Context: an optimization exercise on an open-source flow, tuned for small area. The choices shown serve that exercise and are no tape-out recipe.
In this exercise RTL edits were held to simulation tests only and were not proved equivalent to the original.
Power and IR drop assume default switching activity.

build 24:
==> flow/design.v (excerpt) <==
module Lab1 (
	input        clk,
	input        rst,
	input        key0_in,
	output [6:0] min1,
	output [6:0] min2,
	output [6:0] sec1,
	output [6:0] sec2,
	output [6:0] ms1,
	output [6:0] ms2
);
Size in the first run: roughly 45 I/O pins.
==> flow/config.mk <==
export PLATFORM = sky130hd
export DESIGN_NAME = Lab1
export DESIGN_NICKNAME = Lab1
export VERILOG_FILES = /design/flow/design.v
export SDC_FILE = /design/flow/constraint.sdc
export NUM_CORES = 4
export LEC_CHECK = 0
export CAP_MARGIN = 20
export CORE_MARGIN = 2
export CORE_UTILIZATION = 40
export SLEW_MARGIN = 20
==> flow/constraint.sdc <==
create_clock -name core_clock -period 10.0 [get_ports {clk}]
set_input_delay 2.0000 -clock core_clock [delete_from_list [all_inputs] [get_ports {clk}]]
set_output_delay 2.0000 -clock core_clock [all_outputs]
set_load 0.01 [all_outputs]
standard.sh (not shown) runs the stock make flow with config.mk's settings and CLKGATE_MAP_FILE= SYNTH_SCRIPT=/design/flow/synth_recipe.tcl, a recipe that flattens the netlist after the stock synthesis.
==> flow/flow/run.sh <==
#!/bin/bash
# Own layout flow: the standard ORFS flow with three changes:
#  - synthesis uses an area-oriented ABC script and skips Yosys's full/half-adder
#    extraction (everything else, including register naming, is the standard flow's synthesis);
#  - ports are buffered with the smallest buffer cell;
#  - clock tree built from small clock buffers, without dummy loads.
set -euo pipefail
W=$PWD
F=$W/flow
# synthesis script: synth_recipe.tcl, with ORFS's synth.tcl patched to use flow/area.abc
sed -e "s#^source \$::env(SCRIPTS_DIR)/synth_preamble.tcl\$#&\nset abc_args [lreplace \$abc_args 1 1 $F/area.abc]#" \
  "$FLOW_HOME/scripts/synth.tcl" > "$W/synth_body.tcl"
grep -q "area.abc" "$W/synth_body.tcl"
sed -e "s#^source \$::env(SCRIPTS_DIR)/synth.tcl\$#source $W/synth_body.tcl#" "$W/synth_recipe.tcl" > "$W/own_synth.tcl"
grep -q "synth_body.tcl" "$W/own_synth.tcl"
CTS="$(cat $F/cts_args.txt)"
bash standard.sh \
  SYNTH_SCRIPT="$W/own_synth.tcl" \
  ADDER_MAP_FILE= \
  "BUFFER_PORTS_ARGS=-buffer_cell sky130_fd_sc_hd__buf_1" \
  "CTS_ARGS=$CTS" \
  finish > "$W/orfs_make.log" 2>&1
==> flow/flow/area.abc <==
strash
&get -n
&deepsyn -T 60
&put
dch -f
amap
topo
dnsize -c
==> flow/flow/cts_args.txt <==
-sink_clustering_enable -repair_clock_nets -dont_use_dummy_load -buf_list sky130_fd_sc_hd__clkbuf_16 -sink_clustering_size 100 -sink_clustering_max_diameter 500
Inputs modified between build 24 and build 69:
==> flow/flow/cts_args.txt <==
-repair_clock_nets -dont_use_dummy_load -buf_list sky130_fd_sc_hd__clkbuf_4
Findings:
The final layouts of build 24 and build 69 pass the timing, design-rule and antenna checks.
In terms of routed via count, build 69 and build 24 differ only marginally.
Comparing the two runs side by side, build 69 comes out ahead of build 24 on net switching power.
Lower met1 global-route usage among build 24 and build 69: build 69
Looking at build 24 and build 69, the total track usage is a wash.
Core utilization in build 69 is 2.5 points lower than in build 24
Build 69 ended with less total power than build 24.
Wire length reported by the detailed router: build 24 vs build 69, no meaningful difference
Modified inputs, build 19 compared to build 69
==> flow/flow/area.abc <==
strash
&get -n
&deepsyn -T 30
&put
&get -n
&dch -f
&nf -R 10000 -F 8 -A 8 -p
&put
topo
dnsize -c
==> flow/flow/cts_args.txt <==
-sink_clustering_enable -repair_clock_nets -dont_use_dummy_load -buf_list sky130_fd_sc_hd__clkbuf_2 sky130_fd_sc_hd__clkbuf_4 -sink_clustering_size 10
--- outcome ---
The flow did not stop early for build 69: all stages ran, and the layout cleared the timing, design-rule and antenna checks. Build 19 never completed; the flow aborted with a tool error in clock tree synthesis (4_1_cts). Build 19 — starting density of the core 0.26 points lower, build 69 as reference. Diff build 69 -> build 19 | cell area reported after detailed placement | decrease of 0.57%. Between build 19 and build 69, it is build 19 whose half-perimeter wire length of the detailed placement result is lower, by 260 um.
#### Input delta (build 90 over build 19)
==> flow/flow/area.abc <==
strash
&get -n
&deepsyn -T 60
&put
dch -f
amap
topo
dnsize -c
==> flow/flow/cts_args.txt <==
-sink_clustering_enable -repair_clock_nets -dont_use_dummy_load -buf_list sky130_fd_sc_hd__clkbuf_4 -sink_buffer_max_cap_derate 0.1
Results
When build 90 is measured against build 19, its area of the mapped netlist turns out 16 um2 higher.
Against build 19, build 90 reports a XOR/XNOR share of the synthesized area that is lower.
Compare build 19 and build 90 | starting density of the core lower: build 19
Build 90: no failed stages, no open violations at the end
There was hardly any difference in chip height between build 19 and build 90.
As of build 90, final weighted congestion in routability-driven placement had fallen by a few percent compared to build 19.
The mean post-synth cell area in build 19 is 1.17 times that in build 90.

static timing again, ports no longer ideal:
Ports are ideal in the flow. The routed layouts listed here were re-timed in OpenROAD.
Step 1, drivers: a clkbuf_16 drives clk and a buf_2 each remaining input, both assumed.
Step 2 also shifts input and output timing later by t, the mid clock arrival at the registers, as if the neighbouring blocks saw the same clock.
a / b / c = no drivers / after step 1 / after step 2; a / b = the first two.
run	shift t [ns]	setup WS [ns]	hold WS [ns]	worst setup path at the end	worst register clock-pin slew, ns
build 24	0.344	6.449 / 6.416 / 6.760	0.343 / 0.343 / 0.343	register to output	0.05 / 0.05
build 69	0.401	6.355 / 6.328 / 6.730	0.352 / 0.352 / 0.352	register to output	0.10 / 0.10
build 90	0.401	6.355 / 6.328 / 6.730	0.352 / 0.352 / 0.352	register to output	0.10 / 0.10
After both steps every run listed still meets setup and hold.
